From an optimization exercise on the open Yosys and OpenROAD flow, aimed at small area; shortcuts taken in it are not production practice. The RTL was checked by simulation tests, not by an equivalence proof against the original design. Power figures rest on the tool's default switching activity, not on a simulated workload.

`flow/config.mk`:
```
export PLATFORM = sky130hd
export DESIGN_NAME = lab7
export DESIGN_NICKNAME = lab7
export VERILOG_FILES = /design/flow/design.v
export SDC_FILE = /design/flow/constraint.sdc
export NUM_CORES = 4
export LEC_CHECK = 0
export ABC_AREA = 1
export CAP_MARGIN = 20
export CORE_MARGIN = 2
export CORE_UTILIZATION = 40
export SLEW_MARGIN = 20
```
`flow/constraint.sdc`:
```
create_clock -name core_clock -period 8.0 [get_ports {CLOCK_50_2}]
set_input_delay 1.6000 -clock core_clock [delete_from_list [all_inputs] [get_ports {CLOCK_50_2}]]
set_output_delay 1.6000 -clock core_clock [all_outputs]
set_load 0.01 [all_outputs]
```
`flow/design.v`:
```
module SEG(
    input  [3:0] num,
    output [6:0] seg
);
    assign seg[0] = (~num[3] & ~num[2] & ~num[1] & num[0]) | (num[2] & ~num[1] & ~num[0]);
    assign seg[1] = (num[2] & ~num[1] & num[0]) | (num[2] & num[1] & ~num[0]);
    assign seg[2] = (~num[3] & ~num[2] & num[1] & ~num[0]);
    assign seg[3] = (~num[3] & ~num[2] & ~num[1] & num[0]) | (num[3] & num[1]) | (num[2] & ~num[1] & ~num[0]) | (num[2] & num[1] & num[0]);
    assign seg[4] = (num[0]) | (num[2] & ~num[1]);
    assign seg[5] = (~num[3] & ~num[2] & num[0]) | (~num[3] & ~num[2] & num[1]) | (num[1] & num[0]);
    assign seg[6] = (~num[3] & ~num[2] & ~num[1]) | (num[2] & num[1] & num[0]);
endmodule
module DIV5(
    input  [4:0] h,
    output [5:0] q
);
    assign q[0] = ~((h[3] & ~h[2] & ~h[1] & h[0]) | (h[4] & ~h[2] & h[0]) | (h[4] & h[3] & ~h[2] & ~h[1]) | (h[4] & h[3] & h[0]) | (~h[4] & ~h[3] & ~h[1] & ~h[0]) | (h[4] & ~h[3] & h[2] & ~h[0]) | (h[3] & h[2] & h[1]) | (~h[4] & ~h[3] & h[2] & h[0]) | (~h[4] & h[3] & h[2] & ~h[0]) | (~h[4] & ~h[2] & h[1] & ~h[0]));
    assign q[1] = (~h[4] & h[3] & ~h[1] & ~h[0]) | (~h[4] & h[3] & h[2] & ~h[1]) | (h[4] & ~h[3] & ~h[2] & ~h[1] & h[0]) | (h[4] & h[3] & h[1] & h[0]) | (h[3] & h[2] & ~h[1] & ~h[0]) | (h[4] & ~h[3] & h[1] & ~h[0]) | (~h[4] & ~h[3] & ~h[2] & h[1]) | (~h[3] & h[2] & h[1] & h[0]);
    assign q[2] = (~h[4] & ~h[3] & h[2] & ~h[1] & ~h[0]) | (~h[4] & h[3] & ~h[2] & ~h[1] & h[0]) | (h[4] & h[3] & ~h[2] & ~h[1] & ~h[0]) | (h[4] & ~h[3] & ~h[2] & h[1] & h[0]) | (h[4] & h[3] & h[2] & h[0]) | (~h[4] & h[3] & h[2] & h[1] & ~h[0]);
    assign q[3] = ~((~h[4] & ~h[3] & ~h[2]) | (~h[4] & ~h[2] & h[1]) | (~h[4] & h[3] & h[2] & ~h[1]) | (h[4] & ~h[3] & h[2]) | (h[4] & h[3] & ~h[2] & ~h[1] & ~h[0]) | (~h[3] & h[2] & ~h[1] & ~h[0]) | (h[3] & h[2] & h[1] & ~h[0]));
    assign q[4] = (~h[4] & h[3] & h[1]) | (~h[4] & h[3] & h[2]) | (h[4] & ~h[3] & ~h[2]) | (h[3] & h[2] & h[1]);
    assign q[5] = ~((~h[4]) | (~h[3] & ~h[2]));
endmodule
module SEGT(
    input  [2:0] num,
    output [6:0] seg
);
    assign seg[0] = (~num[2] & ~num[1] & num[0]) | (num[2] & ~num[1] & ~num[0]);
    assign seg[1] = ~((~num[2]) | (~num[1] & ~num[0]));
    assign seg[2] = (~num[2] & num[1] & ~num[0]);
    assign seg[3] = (~num[2] & ~num[1] & num[0]) | (num[2] & ~num[1] & ~num[0]);
    assign seg[4] = (num[0]) | (num[2] & ~num[1]);
    assign seg[5] = ~((~num[1] & ~num[0]) | (num[2]));
    assign seg[6] = (~num[2] & ~num[1]);
endmodule
module SEGO(
    input  [3:0] num,
    output [6:0] seg
);
    assign seg[0] = (~num[3] & ~num[2] & ~num[1] & num[0]) | (num[2] & ~num[1] & ~num[0]);
    assign seg[1] = (num[2] & ~num[1] & num[0]) | (num[2] & num[1] & ~num[0]);
    assign seg[2] = (~num[2] & num[1] & ~num[0]);
    assign seg[3] = (~num[3] & ~num[2] & ~num[1] & num[0]) | (num[2] & ~num[1] & ~num[0]) | (num[2] & num[1] & num[0]);
    assign seg[4] = (num[0]) | (num[2] & ~num[1]);
    assign seg[5] = (~num[3] & ~num[2] & num[0]) | (~num[2] & num[1]) | (num[1] & num[0]);
    assign seg[6] = (~num[3] & ~num[2] & ~num[1]) | (num[2] & num[1] & num[0]);
endmodule
module SECSEG(
    input  [5:0]  num,
    output [13:0] seg
);
    wire [5:0] q;
    DIV5 i_div5(.h(num[5:1]), .q(q));
    SEGO i_ones(.num({q[2:0], num[0]}), .seg(seg[6:0]));
    SEGT i_tens(.num(q[5:3]), .seg(seg[13:7]));
endmodule
module pulseKey (
    input       btn,
    input       clk,
    input       reset,
    output reg  keyPulse
);
    reg q_DFF;
    always @(posedge clk) begin
        if (reset) begin
            q_DFF    <= 1'b0;
            keyPulse <= 1'b0;
        end else begin
            q_DFF    <= btn;
            keyPulse <= ~q_DFF & btn;
        end
    end
endmodule
module presclaer(
    input       CLK,
    input       rst,
    output      presclaerFlag
);
    reg  [5:0] cnt;
    assign presclaerFlag = cnt[5] & cnt[4] & cnt[1];
    always @(posedge CLK) begin
        if (rst)                cnt <= 6'd0;
        else if (presclaerFlag) cnt <= 6'd1;
        else                    cnt <= cnt + 6'd1;
    end
endmodule
module lab7(
    input               CLOCK_50_2,
    input               RESET,
    input      [9:0]    SW,
    input      [9:0]    BUTTON,
    output              presclaerFlag,
    output              Alarm_flag,
    output     [8:0]    smallSec,
    output     [8:0]    sec,
    output     [8:0]    min,
    output     [6:0]    HEX0_D,
    output     [6:0]    HEX1_D,
    output     [6:0]    HEX2_D,
    output     [6:0]    HEX3_D,
    output     [9:0]    LEDG
);
    localparam [1:0] M_COUNT = 2'd0, M_ASET = 2'd1, M_TSET = 2'd2, M_ALARM = 2'd3;
    wire kp1, kp2;
    pulseKey i_pulseKey1(.btn(BUTTON[1]), .clk(CLOCK_50_2), .reset(RESET), .keyPulse(kp1));
    pulseKey i_pulseKey2(.btn(BUTTON[2]), .clk(CLOCK_50_2), .reset(RESET), .keyPulse(kp2));
    wire tick;
    presclaer i_presclaer(.CLK(CLOCK_50_2), .rst(SW[9] | RESET), .presclaerFlag(tick));
    assign presclaerFlag = tick;
    reg [1:0] mode;
    reg [3:0] ss, m, am;
    reg [2:0] st, ast;       
    reg [3:0] so, aso;       
    reg [3:0] ss_d, m_d;     
    reg [2:0] st_d;
    reg [3:0] so_d;
    reg       led;
    wire aset  = (mode == M_ASET);
    wire cnt   = (mode == M_COUNT);
    wire alarm = (mode == M_ALARM);
    wire [3:0] srcm  = aset ? am  : m;
    wire [2:0] srcst = aset ? ast : st;
    wire [3:0] srcso = aset ? aso : so;
    wire ss_wrap = ss[3] & ss[1];
    wire m_wrap  = srcm[3] & srcm[1];
    wire s_wrap  = srcst[2] & srcst[1];
    wire o_wrap  = srcso[3] & srcso[0];
    wire inc_s = cnt ? ss_wrap : kp1;
    wire inc_m = cnt ? s_wrap  : kp2;
    wire [3:0] nm  = m_wrap ? 4'd0 : srcm + inc_m;
    wire [2:0] nst = s_wrap ? 3'd0 : srcst + (inc_s & o_wrap);
    wire [3:0] nso = s_wrap ? 4'd0 : (inc_s ? (o_wrap ? 4'd0 : srcso + 4'd1) : srcso);
    always @(posedge CLOCK_50_2) begin
        if (RESET) mode <= M_COUNT;
        else if (SW[8]) mode <= M_ASET;
        else if (SW[9]) mode <= M_TSET;
        else if (m == am && st == ast && so == aso) mode <= M_ALARM;
        else mode <= M_COUNT;
    end
    always @(posedge CLOCK_50_2) begin
        if (RESET) begin
            ss <= 0; m <= 0; am <= 0; st <= 0; so <= 0; ast <= 0; aso <= 0;
            ss_d <= 0; m_d <= 0; st_d <= 0; so_d <= 0; led <= 0;
        end else begin
            led  <= alarm;
            m_d  <= srcm;
            st_d <= srcst;
            so_d <= srcso;
            case (mode)
            M_ASET: begin
                am  <= nm;
                ast <= nst;
                aso <= nso;
            end
            M_ALARM: begin
                m  <= am;
                st <= ast;
                so <= aso;
            end
            default: begin
                m  <= nm;
                st <= nst;
                so <= nso;
            end
            endcase
            if (cnt) begin
                ss   <= ss_wrap ? 4'd0 : ss + tick;
                ss_d <= ss;
            end
        end
    end
    SEG  i_seg0(.num(ss_d), .seg(HEX0_D));
    SEGO i_seg1(.num(so_d), .seg(HEX1_D));
    SEGT i_seg2(.num(st_d), .seg(HEX2_D));
    SEG  i_seg3(.num(m_d),  .seg(HEX3_D));
    wire [4:0] half = {st, 2'b00} + st + so[3:1];
    assign sec        = {3'd0, half, so[0]};
    assign smallSec   = {5'd0, ss};
    assign min        = {5'd0, m};
    assign LEDG       = {10{led}};
    assign Alarm_flag = 1'b0;
endmodule
```
`flow/run.sh`:
```
#!/bin/bash
# synth_recipe.tcl (not shown) runs the flow's synth.tcl, then flattens the netlist and writes it again
# the make line also repeats each setting of config.mk as NAME=value (left out here)
make -C /OpenROAD-flow-scripts/flow DESIGN_CONFIG=/design/flow/config.mk WORK_HOME=/design/flow/orfs CLKGATE_MAP_FILE= SYNTH_SCRIPT=/design/flow/synth_recipe.tcl finish
```
==> results.yml, run 1 <==
outcome:
  status: "finished clean"
logic_synthesis:
  syn_avg_cell_area_sq_um: 7.04
  synth_edf_count: 0
  async_flop_share_pct: 0
  synth_top_flop_cell: "dfxtp_1"
  synth.cell_area_sq_um: 3070
  yosysSeqAreaShare_pct: 35.2
  ys_types: 37
  synthCells: 436
  yosysWarnings: 3
  synth.ff_latch_count: 54
detailed_routing:
  firstDrtPassIters: 4
  drtIter0Drc: 119
  wl_per_cell_um: 11.6
  vias: 2714
  ant_nets: 0
  vias_per_cell: 4.73
  wl_mm: 6.65
  drc: 0
sta:
  finalCritPeriodShare_pct: 50.4
  worst_slack_ps: 3960
  max_slew_margin_pct: 57.4
  grt_setup_unrepaired: "false"
  clock.fmax_mhz: 248
  slew_viol_final: 0
  period_minus_slack_ps: 4040
  worst_pin_slew_ps: 638
  finalHoldViolCount: 0
  tns_ps: 0
  skew_ps: 7.46
  setup_violations: 0
global_routing:
  grt_pass1_vias: 2480
  grt_usage_pct: 16.1
  grt_pass1_wl_mm: 11.2
  overflow: 0
  antenna_found_initial: 0
  grt_max_degree: 38
floorplan:
  coreArea_sq_um: 7330
  chipWidth_um: 91.6
  dieArea_sq_um: 8390
  die_h_um: 91.6
  num_rows: 31
  ioPinCount: 89
  start_util_pct: 41.9
worst_hold_path:
  hold_class: "flip-flop to flip-flop"
power:
  vdd_drop_max_uv: 76.3
  seqPwrFrac_pct: 47.7
  power_frac_comb_pct: 29.0
  power_uw: 652
  p_per_area_nw_per_um2: 178
  p_int_uw: 440
  power_frac_clock_pct: 23.3
  p_leak_nw: 1.56
  switchingPower_uw: 212
  sw_frac_of_total_pct: 32.5
worst_setup_path:
  critPathArrivalTime_ps: 2440
  cpPeakStageDelay_ps: 560
  worstSetupEndpointType: "output pin"
  worst_ep_required_time_ps: 6400
  critPathSlowestCell: "fa_1"
  path_class: "flip-flop to output pin"
  crit_top_cell: "fa_1"
  path_max_fanout: 5
  cp-start-kind: "flip-flop"
  path_cells: "fa_1 -> inv_1 -> fa_1 -> xnor2_1 -> clkdlybuf4s50_1"
clocking:
  clkTransAtPathRegs_ps: 90
  cts_buffer_depth: 2
  cts_tree: "yes"
  post_cts_resized: 0
  htree_num_levels: 2
  cts_sinks: 54
  cts_hold_repair.buffers: 0
  insertion_delay_ps: 300
  post_cts_buffers: 0
  numCtsBuffers: 5
  cts-root-buf: "clkbuf_8"
place:
  detailed_place_hpwl_mm: 4.85
  port_buffers: 58
  globalplace.congestion: 0.829
  numPlacedInstances: 568
  post-place-ws_ps: 4270
final_layout:
  drive_gt1_share_pct: 4.00
  num_antenna_cells: 0
  nNetsFinal: 512
  num-fill-cells: 716
  final_core_util_pct: 49.9
  fin_cells: 574
  syn_to_final_growth_pct: 19.1
flow_run:
  maxCapViolations: 0
==> cell families after synthesis <==
logic type | share of synthesized area (%)
AOI/OAI and AO/OA | 14.2
and+or+nand+nor | 24.4
xor gates and xnor gates | 3.71
DFF | 35.2
adders and majority gates | 6.19
buffers and inverters | 16.2
other | 0.122
==> cells in the mapped netlist, drive strengths merged, types with 5 or more instances <==
cell type / number / share of area [%]
nand2: 80 / 10
inv: 63 / 7.7
dfxtp: 54 / 35
nor2: 49 / 6.6
o21ai: 40 / 6.8
buf: 31 / 7.4
nand3: 24 / 3.9
a21oi: 23 / 3.7
ha: 12 / 4.9
clkbuf: 8 / 0.98
nand4: 8 / 1.6
xnor2: 8 / 2.3
a31oi: 6 / 1.2
nor3: 6 / 0.98
xor2: 5 / 1.4
==> final timing paths <==
check | start | end | slack [ps] | cells after the start
setup / recovery | st[2] | sec[4] | 3960 | 5
hold / removal | i_pulseKey1.q_DFF | i_pulseKey1.keyPulse | 400 | 1
setup reg to reg | mode[0] | m[1] | 5010 | 13
hold reg to reg | i_pulseKey1.q_DFF | i_pulseKey1.keyPulse | 400 | 1
==> power groups by stage <==
| stage | clock (mW) | combinational, mW | sequential (mW) |
|---|---|---|---|
| 5_1_grt | 0.166 | 0.212 | 0.315 |
| 3_3_place_gp | 0 | 0.187 | 0.317 |
| 6_report | 0.152 | 0.189 | 0.311 |
| 3_5_place_dp | 0 | 0.189 | 0.317 |
| 4_1_cts | 0.155 | 0.190 | 0.311 |
| 2_1_floorplan | 0 | 0.128 | 0.312 |
==> layout by cell type (no fill, tap or decap), types with 8 or more instances in the layout <==
cell type | synthesis | final
a21oi_1 | 23 | 23
clkdlybuf4s50_1 | 0 | 58
conb_1 | 1 | 14
dfxtp_1 | 54 | 54
ha_1 | 12 | 12
inv_1 | 61 | 61
nand2_1 | 78 | 78
nand3_1 | 24 | 24
nand4_1 | 8 | 8
nor2_1 | 45 | 45
o21ai_0 | 33 | 33
xnor2_1 | 8 | 8
==> critical path, delay by kind of cell, from the launching register on <==
kind | cells | cell delay [ps]
adder cells (fa/ha/maj) | 2 | 990
buffers and inverters | 2 | 620
flip-flops | 1 | 390
XOR/XNOR | 1 | 140
==> final cells by class <==
cell class	count	area, sq um	area share [%]
clock buffers	6	82.6	2.26
inverters	64	240	6.57
multi-input cells	292	1540	42.1
flip-flops and latches	54	1080	29.6
well taps	99	124	3.39
repair buffers	59	588	16.1
==> metal layers <==
layer  share of wire, %  GRT usage [%]  vias up
met5                  0              0        -
met4               0.86           4.55        0
met3                5.1           2.96        4
met2                 46           26.7       68
met1                 48           21.4     1203
li1                   -              -     1439
==> metrics by stage <==
step           hold WS (ps)  cell area [sq um]
3_3_place_gp            381               3570
2_1_floorplan           373               3120
6_report                397               3660
3_5_place_dp            383               3570
4_1_cts                 402               3660
5_1_grt                 413               3660
==> registers in the layout (all words and copies together), names as in the netlist <==
signal	flops
i_pulseKey1.q_DFF	1
ast	3
i_pulseKey2.q_DFF	1
ss_d	4
st	3
so_d	4
so	4
am	4
i_pulseKey1.keyPulse	1
mode	2
m	4
st_d	3
m_d	4
i_presclaer.cnt	6
ss	4
i_pulseKey2.keyPulse	1
aso	4
led	1
==> run 2, diff against run 1 <==
==> flow/flow/run.sh (new file) <==
#!/bin/bash
# Standard ORFS flow, except that the port buffers are buf_1 cells.
set -euo pipefail
bash standard.sh BUFFER_PORTS_ARGS="-buffer_cell sky130_fd_sc_hd__buf_1" finish > flow.log 2>&1
==> flow/standard.sh (new file) <==
#!/bin/bash
# synth_recipe.tcl (not shown) runs the flow's synth.tcl, then flattens the netlist and writes it again
# the make line also repeats each setting of config.mk as NAME=value (left out here)
make -C /OpenROAD-flow-scripts/flow DESIGN_CONFIG=/design/flow/config.mk WORK_HOME=/design/flow/orfs CLKGATE_MAP_FILE= SYNTH_SCRIPT=/design/flow/synth_recipe.tcl "${@:-finish}"
removed: flow/run.sh
==> run 2 against run 1 <==
  * Still clean
  * Sequential cell count stayed put
  * Register-to-register slack improved by 80 ps
  * Clock skew rose by 1.5 ps
  * Global-route usage shrank 0.95 points
  * Non-clock buffer count stayed put
  * Design area down 9.6%
  * Utilization is 4.8 points lower
  * Clock-buffer cell count did not move
  * Sequential share of layout area is 3.1 points higher
  * Fmax is 8.5% higher
  * Routed wire length fell by 4.2%
  * Critical path depth stayed put
==> results.yml, run 2 <==
global_routing:
  grt_pass1_vias: 2324
  grt_max_degree: 38
  grt_pass1_wl_mm: 10.4
  overflow: 0
  grt_usage_pct: 15.1
  antenna_found_initial: 0
final_layout:
  drive_gt1_share_pct: 4.40
  num_antenna_cells: 0
  largest_register_ffs: 6
  final_area_sq_um: 3310
  syn_to_final_growth_pct: 7.66
  final_common_cell: "nand2_1"
  layout_common_cells: "78 x nand2_1, 61 x inv_1, 58 x buf_1, 54 x dfxtp_1, 45 x nor2_1"
  nNetsFinal: 512
  regMostFlops: "i_presclaer.cnt"
clocking:
  cts_tree: "yes"
  cts_hold_repair.buffers: 0
  cts-root-buf: "clkbuf_8"
  post_cts_resized: 0
  post_cts_buffers: 0
  insertion_delay_ps: 310
  clkTransAtPathRegs_ps: 100
  cts_buffer_depth: 2
  htree_num_levels: 2
  numCtsBuffers: 5
  cts_sinks: 54
logic_synthesis:
  async_flop_share_pct: 0
  synth_edf_count: 0
  ys_types: 37
  yosysMostFrequentCell: "nand2_1"
  yosysSeqAreaShare_pct: 35.2
  yosysWarnings: 3
  synth_area_leaders: "dfxtp_1 35%, nand2_1 9.5%, inv_1 7.5%"
  syn_avg_cell_area_sq_um: 7.04
  synthCells: 436
  synth.ff_latch_count: 54
  synth.cell_area_sq_um: 3070
  synth_top_area_share_pct: 35.2
  yosys.area.top_type: "dfxtp_1"
  synthTopCellsByCount: "78 x nand2_1, 61 x inv_1, 54 x dfxtp_1"
  synth_top_flop_cell: "dfxtp_1"
sta:
  tns_ps: 0
  slew_viol_final: 0
  setup_violations: 0
  skew_ps: 8.95
  finalCritPeriodShare_pct: 46.5
  period_minus_slack_ps: 3720
  grt_setup_unrepaired: "false"
  finalHoldViolCount: 0
  worst_pin_slew_ps: 606
  max_slew_margin_pct: 59.5
  worst_slack_ps: 4280
  clock.fmax_mhz: 269
floorplan:
  num_rows: 31
  die_h_um: 91.6
  ioPinCount: 89
  chipWidth_um: 91.6
  coreArea_sq_um: 7330
  start_util_pct: 41.9
  dieArea_sq_um: 8390
power:
  seqPwrFrac_pct: 49.9
  switchingPower_uw: 213
  power_frac_clock_pct: 25.4
  vdd_drop_max_uv: 80.5
  p_per_area_nw_per_um2: 189
  p_int_uw: 411
  sw_frac_of_total_pct: 34.1
  p_leak_nw: 1.42
  power_frac_comb_pct: 24.8
place:
  detailed_place_hpwl_mm: 4.66
  placed_area_sq_um: 3210
  globalplace.congestion: 0.843
  post-place-ws_ps: 4620
  port_buffers: 58
flow_run:
  maxCapViolations: 0
detailed_routing:
  firstDrtPassIters: 4
  wl_mm: 6.38
  drtIter0Drc: 129
  ant_nets: 0
  vias: 2736
  wl_per_cell_um: 11.1
  vias_per_cell: 4.75
  drc: 0
worst_hold_path:
  hold_end: "i_pulseKey2.keyPulse"
  whs_path_depth: 1
  hp-start: "i_pulseKey2.q_DFF"
  hold_class: "flip-flop to flip-flop"
worst_setup_path:
  cp-start-kind: "flip-flop"
  path_class: "flip-flop to output pin"
  critPathArrivalTime_ps: 2120
  worst-r2r-setup-slack_ps: 5090
  rr_startpoint: "mode[0]"
  worstSetupEndpointType: "output pin"
  worst_ep_required_time_ps: 6400
  path_cells: "fa_1 -> inv_1 -> fa_1 -> xnor2_1 -> buf_1"
  r2r.worst_path.cells: 13
  cpPeakStageDelay_ps: 570
  critPathSlowestCell: "fa_1"
  path_max_fanout: 5
  crit_top_cell: "fa_1"
  r2r-end: "m[1]"
outcome:
  status: "finished clean"
-- run 2: cell type report --
type | count | area, sq um
sequential | 54 | 1080
multi-input combinational | 292 | 1540
clock inverter | 2 | 12.5
tap | 99 | 124
fill | 776 | 4030
inverter | 64 | 240
timing repair buffer | 59 | 225
clock buffer | 6 | 82.6
-- run 2: layer usage --
metal	track usage, %	vias up	wire length [um]
li1	-	1440	-
met1	20.2	1219	3040
met2	25.1	72	2890
met3	2.96	5	386
met4	3.66	0	58
met5	0	-	0
-- run 2: power groups by stage --
stage               Sequential (mW)  Combinational, mW  Clock (mW)
finish                        0.311              0.154       0.158
global route                  0.314              0.177       0.175
floorplan                     0.312              0.128           0
CTS                           0.311              0.156       0.164
detailed placement            0.317              0.155           0
global placement              0.317              0.153           0
-- run 2: kinds of logic (layout without fill, tap and decap cells) --
| family | after synthesis | count (layout) | share of synthesized area (%) |
|---|---|---|---|
| and+or+nand+nor | 172 | 172 | 24.4 |
| buffers and inverters | 103 | 131 | 16.2 |
| AOI/OAI and AO/OA | 79 | 79 | 14.2 |
| DFF | 54 | 54 | 35.2 |
| adders and majority gates | 14 | 14 | 6.19 |
| xor gates and xnor gates | 13 | 13 | 3.71 |
| other | 1 | 14 | 0.122 |
-- run 2: critical path: cells and delay by family (launching register included) --
kind | cells | cell delay (ps)
flops | 1 | 390
xor+xnor | 1 | 170
fa+ha+maj | 2 | 1010
buf+inv | 2 | 240
-- run 2: worst max path at each step --
stage               startpoint      to  depth (start not counted)
finish                   st[2]  sec[4]                          5
global route             st[2]  sec[4]                          5
CTS                      st[2]  sec[4]                          5
detailed placement       st[2]  sec[4]                          5
global placement         st[2]  sec[4]                          5
floorplan                st[2]  sec[4]                          4
-- run 2: metrics by stage --
step                power [mW]  utilization (%)  hold slack [ps]  std cells
detailed placement       0.472             43.8              383        568
finish                   0.624             45.1              393        576
global route             0.666             45.1              405        576
floorplan                0.439                -              373        449
global placement         0.470             43.8              381        568
CTS                      0.631             45.1              398        576

afterwards: timing with drivers on the ports:
Ports are ideal in the flow. The routed layouts listed here were re-timed in OpenROAD. Step 1, drivers: a clkbuf_16 drives CLOCK_50_2 and a buf_2 each remaining input, both assumed. Step 2 also shifts input and output timing later by t, the mid clock arrival at the registers, as if the neighbouring blocks saw the same clock. a / b / c = no drivers / after step 1 / after step 2; a / b = the first two.
run | t (ns) | setup slack, ns | latest minus earliest clock arrival (ns) | worst data-port slew with drivers (ns)
run 1 | 0.327 | 3.964 / 3.935 / 4.262 | 0.008 / 0.008 | 0.03
run 2 | 0.334 | 4.281 / 4.251 / 4.584 | 0.009 / 0.009 | 0.03
After both steps every run listed still meets setup and hold.
